Context: an optimization exercise on an open-source flow, tuned for small area and a short achievable clock period. The choices shown serve that exercise and are no tape-out recipe.
The RTL was checked by simulation tests, not by an equivalence proof against the original design.
Power and IR drop assume default switching activity.

==> flow/design.v <==
module alu(
    input [15:0] a, b,
    input [2:0] ALUCtrl,
    output zero,
    output reg [15:0] out
);
    always @(*) begin
        case (ALUCtrl)
            3'b000: out = a & b;
            3'b001: out = a | b;
            3'b010: out = a + b;
            3'b011: out = a ^ b;
            3'b100: out = ~(a | b);
            3'b110: out = a - b;
            3'b111: out = ($signed(a) < $signed(b)) ? 16'b1 : 16'b0;
            default: out = 0;
        endcase
    end
    assign zero = (out == 16'b0);
endmodule
module ctrl_unit(
    input [3:0] opcode,
    input [2:0] funct,
    output reg [2:0] ALUCtrl,
    output reg reg_dst, branch, mem_to_reg, mem_write, alu_src, reg_write
);
    always @(*) begin
        case (opcode)
            4'b0000: begin
                reg_dst = 1;
                branch = 0;
                mem_to_reg = 0;
                mem_write = 0;
                alu_src = 0;
                reg_write = 1;
                ALUCtrl = funct;
            end
            4'b0001: begin
                reg_dst = 0;
                branch = 0;
                mem_to_reg = 0;
                mem_write = 0;
                alu_src = 1;
                reg_write = 1;
                ALUCtrl = 3'b010;
            end
            4'b0010: begin
                reg_dst = 0;
                branch = 0;
                mem_to_reg = 0;
                mem_write = 0;
                alu_src = 1;
                reg_write = 1;
                ALUCtrl = 3'b110;
            end
            4'b1000: begin
                reg_dst = 0;
                branch = 0;
                mem_to_reg = 1;
                mem_write = 0;
                alu_src = 1;
                reg_write = 1;
                ALUCtrl = 3'b010;
            end
            4'b1010: begin
                reg_dst = 1'b0;
                branch = 0;
                mem_to_reg = 1'b0;
                mem_write = 1;
                alu_src = 1;
                reg_write = 0;
                ALUCtrl = 3'b010;
            end
            4'b1100: begin
                reg_dst = 1'b0;
                branch = 1;
                mem_to_reg = 1'b0;
                mem_write = 0;
                alu_src = 0;
                reg_write = 0;
                ALUCtrl = 3'b110;
            end
            default: begin
                reg_dst = 0;
                branch = 0;
                mem_to_reg = 0;
                mem_write = 0;
                alu_src = 0;
                reg_write = 0;
                ALUCtrl = 3'b010;  
            end
        endcase
    end
endmodule
module sign_extend(
    input [5:0] in,
    output [15:0] out
);
    assign out = {{10{in[5]}}, in};
endmodule
module rf(
    input clk, reg_write,
    input [2:0] rs, rt, rd,
    input [15:0] write_data,
    output reg [15:0] read_rs, read_rt
);
    reg [15:0] v0;
    reg [15:0] a0;
    reg [15:0] a1;
    reg [15:0] t0;
    reg [15:0] t1;
    reg [15:0] s0;
    reg [15:0] s1;
    always @(posedge clk) begin
        if (reg_write) begin
            case (rd)
                3'b000: ;  
                3'b001: v0 <= write_data;
                3'b010: a0 <= write_data;
                3'b011: a1 <= write_data;
                3'b100: t0 <= write_data;
                3'b101: t1 <= write_data;
                3'b110: s0 <= write_data;
                3'b111: s1 <= write_data;
            endcase
        end
    end
    always @(*) begin
        case (rs)
            3'b001: read_rs = v0;
            3'b010: read_rs = a0;
            3'b011: read_rs = a1;
            3'b100: read_rs = t0;
            3'b101: read_rs = t1;
            3'b110: read_rs = s0;
            3'b111: read_rs = s1;
            default: read_rs = 16'h0000;
        endcase
        case (rt)
            3'b001: read_rt = v0;
            3'b010: read_rt = a0;
            3'b011: read_rt = a1;
            3'b100: read_rt = t0;
            3'b101: read_rt = t1;
            3'b110: read_rt = s0;
            3'b111: read_rt = s1;
            default: read_rt = 16'h0000;
        endcase
    end
endmodule
module dm(
    input clk, we,  
    input [15:0] addr,
    input [15:0] d_in,
    output [15:0] d_out
);
    reg [7:0] mem [5:63];
    wire [7:0] rbyte [0:63];
    assign rbyte[0] = 8'h12;
    assign rbyte[1] = 8'h02;
    assign rbyte[2] = 8'h22;
    assign rbyte[3] = 8'h20;
    assign rbyte[4] = 8'h01;
    genvar g;
    generate
        for (g = 5; g < 64; g = g + 1) begin : rd_bytes
            assign rbyte[g] = mem[g];
        end
    endgenerate
    wire [15:0] addr_p1 = addr + 16'd1;
    always @(posedge clk) begin
        if (we) begin
            if (addr > 16'h4 && addr < 16'h003F) begin
                mem[addr[5:0]] <= d_in[7:0];
                mem[addr_p1[5:0]] <= d_in[15:8];
            end
        end
    end
    assign d_out = (addr < 16'h003F) ? {rbyte[addr_p1[5:0]], rbyte[addr[5:0]]} : 16'h0;
endmodule
module pc (
    input clk, reset,
    input [15:0] pc_in,
    output reg [15:0] pc_out
);
    always @(posedge clk or posedge reset) begin
        if (reset)
            pc_out <= 16'b0;
        else
            pc_out <= pc_in;
    end
endmodule
module pc_adder (
    input [15:0] pc_out,
    output [15:0] pc_in
);
    assign pc_in = ((pc_out + 16'd2) % 16'd64);  
endmodule
module if_id(
    input clk,
    input [15:0] i_out_f,
    output reg [15:0] i_out_d
);
    always @(posedge clk)
        i_out_d <= i_out_f;
endmodule
module id_ex(
    input clk,
    input [2:0] ALUCtrl_d,
    input reg_dst_d, mem_to_reg_d, mem_write_d, alu_src_d, reg_write_d,
    input [15:0] rdata1_d, rdata2_d, sign_ext_imm_d,
    input [2:0] rt_d, rd_d,
    output reg [2:0] ALUCtrl_x,
    output reg reg_dst_x, mem_to_reg_x, mem_write_x, alu_src_x, reg_write_x,
    output reg [15:0] rdata1_x, rdata2_x, sign_ext_imm_x,
    output reg [2:0] rt_x, rd_x
);
    always @(posedge clk) begin
        ALUCtrl_x <= ALUCtrl_d;
        reg_dst_x <= reg_dst_d;
        mem_to_reg_x <= mem_to_reg_d;
        mem_write_x <= mem_write_d;
        alu_src_x <= alu_src_d;
        reg_write_x <= reg_write_d;
        rdata1_x <= rdata1_d;
        rdata2_x <= rdata2_d;
        sign_ext_imm_x <= sign_ext_imm_d;
        rt_x <= rt_d;
        rd_x <= rd_d;
    end
endmodule
module ex_mem(
    input clk,
    input mem_to_reg_x, mem_write_x, reg_write_x,
    input [15:0] alu_result_x, rdata2_x,
    input [2:0] rd_x,
    output reg mem_to_reg_m, mem_write_m, reg_write_m,
    output reg [15:0] alu_result_m, rdata2_m,
    output reg [2:0] rd_m
);
    always @(posedge clk) begin
        mem_to_reg_m <= mem_to_reg_x;
        mem_write_m <= mem_write_x;
        reg_write_m <= reg_write_x;
        alu_result_m <= alu_result_x;
        rdata2_m <= rdata2_x;
        rd_m <= rd_x;
    end
endmodule
module mem_wb(
    input clk,
    input mem_to_reg_m, reg_write_m,
    input [15:0] alu_result_m, mem_data_m,
    input [2:0] rd_m,
    output reg mem_to_reg_w, reg_write_w,
    output reg [15:0] alu_result_w, mem_data_w,
    output reg [2:0] rd_w
);
    always @(posedge clk) begin
        mem_to_reg_w <= mem_to_reg_m;
        reg_write_w <= reg_write_m;
        alu_result_w <= alu_result_m;
        mem_data_w <= mem_data_m;
        rd_w <= rd_m;
    end
endmodule
module processorPipe(
    input clk,
    input rst,
    input [15:0] instr_in,
    output [15:0] pc_out,
    output [15:0] alu_res,
    output memWrite,
    output regWrite,
    output [15:0] rf_WD,
    output [15:0] alu_b,
    output [15:0] read_rs,
    output [15:0] data_out,
    output [15:0] data_in
);
    wire [15:0] pc_in;
    wire [15:0] i_out_d;
    pc inst8 (.clk(clk), .reset(rst), .pc_in(pc_in), .pc_out(pc_out));
    pc_adder inst9 (.pc_out(pc_out), .pc_in(pc_in));
    if_id inst1 (.clk(clk), .i_out_f(instr_in), .i_out_d(i_out_d));
    wire [2:0] ALUCtrl_d;
    wire reg_dst_d, branch_d, mem_to_reg_d, mem_write_d, alu_src_d, reg_write_d;
    wire [15:0] rdata1_d, rdata2_d, sign_ext_imm_d;
    wire [2:0] rd_w;
    ctrl_unit inst4 (
        .opcode(i_out_d[15:12]), .funct(i_out_d[2:0]),
        .ALUCtrl(ALUCtrl_d),
        .reg_dst(reg_dst_d), .branch(branch_d), .mem_to_reg(mem_to_reg_d),
        .mem_write(mem_write_d), .alu_src(alu_src_d), .reg_write(reg_write_d)
    );
    rf inst10 (
        .clk(clk), .reg_write(regWrite),
        .rs(i_out_d[11:9]), .rt(i_out_d[8:6]), .rd(rd_w),
        .write_data(rf_WD),
        .read_rs(rdata1_d), .read_rt(rdata2_d)
    );
    sign_extend inst11 (.in(i_out_d[5:0]), .out(sign_ext_imm_d));
    wire [2:0] ALUCtrl_x;
    wire reg_dst_x, mem_to_reg_x, mem_write_x, alu_src_x, reg_write_x;
    wire [15:0] rdata2_x, sign_ext_imm_x;
    wire [2:0] rt_x, rd_x;
    wire [15:0] alu_out_x;
    wire alu_zero_x;
    id_ex inst2 (
        .clk(clk),
        .ALUCtrl_d(ALUCtrl_d),
        .reg_dst_d(reg_dst_d), .mem_to_reg_d(mem_to_reg_d), .mem_write_d(mem_write_d),
        .alu_src_d(alu_src_d), .reg_write_d(reg_write_d),
        .rdata1_d(rdata1_d), .rdata2_d(rdata2_d), .sign_ext_imm_d(sign_ext_imm_d),
        .rt_d(i_out_d[8:6]), .rd_d(i_out_d[5:3]),
        .ALUCtrl_x(ALUCtrl_x),
        .reg_dst_x(reg_dst_x), .mem_to_reg_x(mem_to_reg_x), .mem_write_x(mem_write_x),
        .alu_src_x(alu_src_x), .reg_write_x(reg_write_x),
        .rdata1_x(read_rs), .rdata2_x(rdata2_x), .sign_ext_imm_x(sign_ext_imm_x),
        .rt_x(rt_x), .rd_x(rd_x)
    );
    wire [2:0] wreg_x = reg_dst_x ? rd_x : rt_x;         
    assign alu_b = alu_src_x ? sign_ext_imm_x : rdata2_x;   
    alu inst (.a(read_rs), .b(alu_b), .ALUCtrl(ALUCtrl_x), .zero(alu_zero_x), .out(alu_out_x));
    wire mem_to_reg_m, reg_write_m;
    wire [2:0] rd_m;
    wire [15:0] mem_data_m;
    ex_mem inst6 (
        .clk(clk),
        .mem_to_reg_x(mem_to_reg_x), .mem_write_x(mem_write_x), .reg_write_x(reg_write_x),
        .alu_result_x(alu_out_x), .rdata2_x(rdata2_x), .rd_x(wreg_x),
        .mem_to_reg_m(mem_to_reg_m), .mem_write_m(memWrite), .reg_write_m(reg_write_m),
        .alu_result_m(alu_res), .rdata2_m(data_in), .rd_m(rd_m)
    );
    dm inst5 (.clk(clk), .we(memWrite), .addr(alu_res), .d_in(data_in), .d_out(mem_data_m));
    wire mem_to_reg_w;
    wire [15:0] alu_result_w;
    mem_wb inst7 (
        .clk(clk),
        .mem_to_reg_m(mem_to_reg_m), .reg_write_m(reg_write_m),
        .alu_result_m(alu_res), .mem_data_m(mem_data_m), .rd_m(rd_m),
        .mem_to_reg_w(mem_to_reg_w), .reg_write_w(regWrite),
        .alu_result_w(alu_result_w), .mem_data_w(data_out), .rd_w(rd_w)
    );
    assign rf_WD = mem_to_reg_w ? data_out : alu_result_w;   
endmodule
==> flow/run.sh <==
#!/bin/bash
# synth_recipe.tcl (not shown) runs the flow's synth.tcl, then flattens the netlist and writes it again
# the make line also repeats each setting of config.mk as NAME=value (left out here)
make -C /OpenROAD-flow-scripts/flow DESIGN_CONFIG=/design/flow/config.mk WORK_HOME=/design/flow/orfs CLKGATE_MAP_FILE= SYNTH_SCRIPT=/design/flow/synth_recipe.tcl finish
==> flow/config.mk <==
export PLATFORM = sky130hd
export DESIGN_NAME = processorPipe
export DESIGN_NICKNAME = processorPipe
export VERILOG_FILES = /design/flow/design.v
export SDC_FILE = /design/flow/constraint.sdc
export NUM_CORES = 4
export LEC_CHECK = 0
export CAP_MARGIN = 20
export CORE_MARGIN = 2
export CORE_UTILIZATION = 25
export PLACE_DENSITY = 0.35
export SLEW_MARGIN = 20
==> flow/constraint.sdc <==
create_clock -name core_clock -period 5.5 [get_ports {clk}]
set_input_delay 1.1000 -clock core_clock [delete_from_list [all_inputs] [get_ports {clk}]]
set_output_delay 1.1000 -clock core_clock [all_outputs]
set_load 0.01 [all_outputs]
==> summary.txt <==
Clock tree
  • Clk latency of the worst-skew pair: 0.79 ns
  • Hold_buf cts: 0
  • Reg clk slew, reported paths: ~0.060 ns
  • CTS tree: built
  • Htree depth: 3
  • CTS resizes: 0
  • Root Buffer: clkbuf_16
  • Sink Count: roughly 730
  • Inserted Clock Buffers: 88
  • Clock tree buffer depth: 3
  • Post-CTS Setup Inserts: 0

Routing
  • DR iter-0 viols: 6588
  • DR DRC count: 0
  • First-pass DRT Iterations: 8
  • Via count: ~36000
  • Final ANT Viol Nets: 0
  • DR vias/cell: 6.358
  • Post-DR wirelength/cell: between 50 and 60 µm
  • Total wire length: 327.4 mm

Setup path
  • WS Path Type: reg -> reg
  • Worst Setup End Kind: flip-flop
  • WP buf/inv: 2
  • Critical Path Stages: 10
  • CP max FO: 15
  • CP max stage delay: a little over 0.9 ns
  • Crit path DAT: 5.59 ns
  • Worst setup SP type: flip-flop
  • Crit path max-delay family: compound AO/OA/AOI/OAI gates
  • Reg2reg path depth: 10
  • Required time worst endpoint: 6.08 ns
  • Slowest stage cell on the critical path: a2111oi_0
  • CP Cell Sequence: ha_1, buf_4, nor3_1, o21a_1, buf_12, a22oi_1, o211ai_1, a2111oi_0, and4_1, a31oi_1

Place
  • Final HPWL DP: 256.8 mm
  • Final Wtd Congestion: 1.107
  • IO Port Bufs: 120

Timing
  • Final setup viols: 0
  • Tcrit/Tclk final: 0.9110
  • Final clock skew: 0.09806 ns
  • Hold Fails Final Rpt: 0
  • Normalized max-slew margin: 0.1055
  • Hold_ws: 0.3160 ns
  • Final Critical Period: 5.010 ns
  • Slew @ Worst Pin: 1.342 ns
  • Pins Over Slew Limit: 0
  • Unrepaired setup endpoints after global routing: no
  • Fmax: 199.6 MHz
  • Final setup TNS: 0 ns

Global routing
  • Largest net degree at the start of global routing: 61
  • First-pass GRT wire length: 406.5 mm
  • Number of global-route vias before repair: 33830
  • Antenna violations before repair: 74
  • GRT Residual Overflow: 0
  • Total GRT Usage: 0.3938

Run status
  • Status: complete, no violations

Yosys
  • Seq cells post-synth: 729
  • EDFF count, synth: 584
  • Mapped Area: approximately 0.040 mm²
  • Syn avg cell area: 12.00 µm²
  • Cells after synthesis: 3303
  • YS warnings: 9
  • Seq/Total Area, Yosys: 0.5164
  • Ys flop type: edfxtp_1
  • Synth cell types: 101
  • Asr flop ratio synth: 0.006859

Die
  • Starting density of the core: 0.2511
  • Die ar.: ~0.16 mm²
  • Cell Rows: 146
  • Die width: 402.1 µm
  • Core box area: 0.1578 mm²
  • I/O pin count: 132
  • Die Ht: about 400 µm

Layout
  • Layout area overhead: 21.15%
  • Fin nets: around 3600
  • Layout Utilization: 0.3042
  • # fillers: 16130
  • Share of cells above drive strength 1: 0.3051

Min path
  • HP Class: reg -> reg
  • Hold Path Cell Cnt: 0

Power
  • P_leak: 16.47 nW
  • Power per cell area: between 300 and 400 mW/mm²
  • VDD IR max: about 0.27 mV

Run
  • MaxCap Viol Count: 0
## power breakdown
part           switching [mW]  total, mW  internal (mW)  leakage (nW)
Sequential              0.438       6.68           6.24          6.51
Clock                    2.62       5.97           3.34          1.40
Combinational            4.62       6.55           1.93          8.55
## worst paths after layout
kind                                             from                   end  slack (ns)
worst max-delay path            inst6.alu_result_m[0]  inst7.mem_data_w[15]        0.49
worst min-delay path                inst2.mem_write_x     inst6.mem_write_m        0.32
worst max register to register  inst6.alu_result_m[0]  inst7.mem_data_w[15]        0.49
worst min register to register      inst2.mem_write_x     inst6.mem_write_m        0.32
max in group asynchronous                         rst       inst8.pc_out[2]        4.83
min in group asynchronous                         rst       inst8.pc_out[5]        0.51
## layout by cell type (no fill, tap or decap), types with 23 or more instances in the layout
cell type and n:
edfxtp_1 584, mux2_2 521, buf_4 303, a22oi_1 200, nand2_1 156, clkdlybuf4s50_1 120
dfxtp_1 116, nor2_1 114, a21oi_1 108, o21ai_0 104, clkbuf_16 89, nand3_1 86
a221oi_1 82, a22o_1 81, inv_1 68, ha_1 59, mux2i_1 58, nand4_1 48
nor3_1 46, nor2_2 40, a222oi_1 39, a32oi_1 31, a31oi_1 30, nor4_1 25
diode_2 24, dfxtp_2 24, o22ai_1 23
## registers in the layout (all words and copies together), names as in the netlist, 16 cells and up
register            flops
inst1.i_out_d          16
inst10.a0              16
inst10.a1              16
inst10.s0              16
inst10.s1              16
inst10.t0              16
inst10.t1              16
inst10.v0              16
inst2.rdata1_x         16
inst2.rdata2_x         16
inst5.mem             472
inst6.alu_result_m     16
inst6.rdata2_m         16
inst7.alu_result_w     16
inst7.mem_data_w       16
## synthesized netlist by cell type, types with 8 or more instances
library cell,instances,area [µm²]
nor2b_1,18,112.6
a21o_1,11,82.58
mux2i_1,58,580.6
a32o_1,8,80.08
nor4_1,26,162.7
and3_1,14,87.58
nand3_1,89,445.4
nor3_1,51,255.2
mux2_2,521,5867
edfxtp_1,584,17540
buf_4,17,127.6
o211ai_1,14,105.1
mux4_2,12,270.3
nand3b_1,10,75.07
a221oi_1,83,727.0
o21ai_0,118,590.6
a221o_1,17,170.2
a21oi_1,108,540.5
a31oi_1,30,187.7
o221ai_1,8,70.07
buf_1,16,60.06
nand2_1,156,585.6
dfxtp_1,140,2803
nor2_1,150,563.0
o22ai_1,23,143.9
a2111oi_0,9,78.83
ha_1,59,738.2
a222oi_1,39,390.4
nand2b_1,21,131.4
a32oi_1,31,271.5
buf_2,65,325.3
a211oi_1,11,82.58
and2_1,13,81.33
a22oi_1,200,1501
clkbuf_1,175,656.9
nor3_2,12,120.1
nand4_1,48,300.3
or3_1,10,62.56
o21a_1,17,127.6
a22o_1,81,709.4
inv_1,68,255.2
o21bai_1,20,150.1
## stage by stage
step	setup slack, ns	area (µm²)	power [mW]	instances
2_1_floorplan	2.004	39670	9.270	3313
3_3_place_gp	0.09811	44910	13.04	5535
3_5_place_dp	0.7240	45000	12.99	5542
4_1_cts	0.7282	47930	18.96	5702
5_1_grt	0.5922	47950	19.40	5705
6_report	0.4895	48010	19.19	5728
## final cells by class
class                      count  area, µm²  share of cell area
antenna                       24      60.06            0.001251
clock buffer                 117       2396             0.04991
clock inverter                43      534.3             0.01113
inverter                      68      255.2            0.005316
multi-input combinational   2239      18000              0.3749
sequential                   729      20490              0.4269
tap                         2072       2592             0.05400
timing repair buffer         436       3680             0.07664
## metal layers
metal	part of all wire	track usage	vias up
met3	0.10	0.1129	567
met1	0.44	0.5544	19420
li1	-	-	13630
met5	0.00080	0	-
met2	0.40	0.5416	2769
met4	0.061	0.2036	36
## cells by family after synthesis
group / synth area share
compound gates: 0.1660
xor+xnor: 0.002810
fa+ha+maj: 0.01989
buf+inv: 0.03710
flops: 0.5164
mux: 0.1715
other cells: 0.00009463
simple gates: 0.08623

what the ideal ports hide:
The flow's constraints put no driver on any port. The routed layout listed below was extracted and timed again, unchanged, in two steps.
Step 1, drivers: a clkbuf_16 drives clk and a buf_2 each remaining input, both assumed.
Step 2 moves the port delays by t, midway between the first and last clock arrival at a register: inputs arrive t later, outputs are due t later. That takes back most of the time a late clock gives input paths.
a / b / c = ideal ports / drivers / drivers and shift; a / b = the first two.
t (ns): 0.822
slack for setup (ns): 0.490 / 0.490 / 0.490
slew at the worst register clock pin (ns): 0.07 / 0.07
worst data-port slew with drivers (ns): 0.09
pins driven straight from the clock port: 1
After both steps this run still meets setup and hold. For this run, drivers alone change the setup slack by 0.000 ns; drivers and shift together by 0.000 ns.
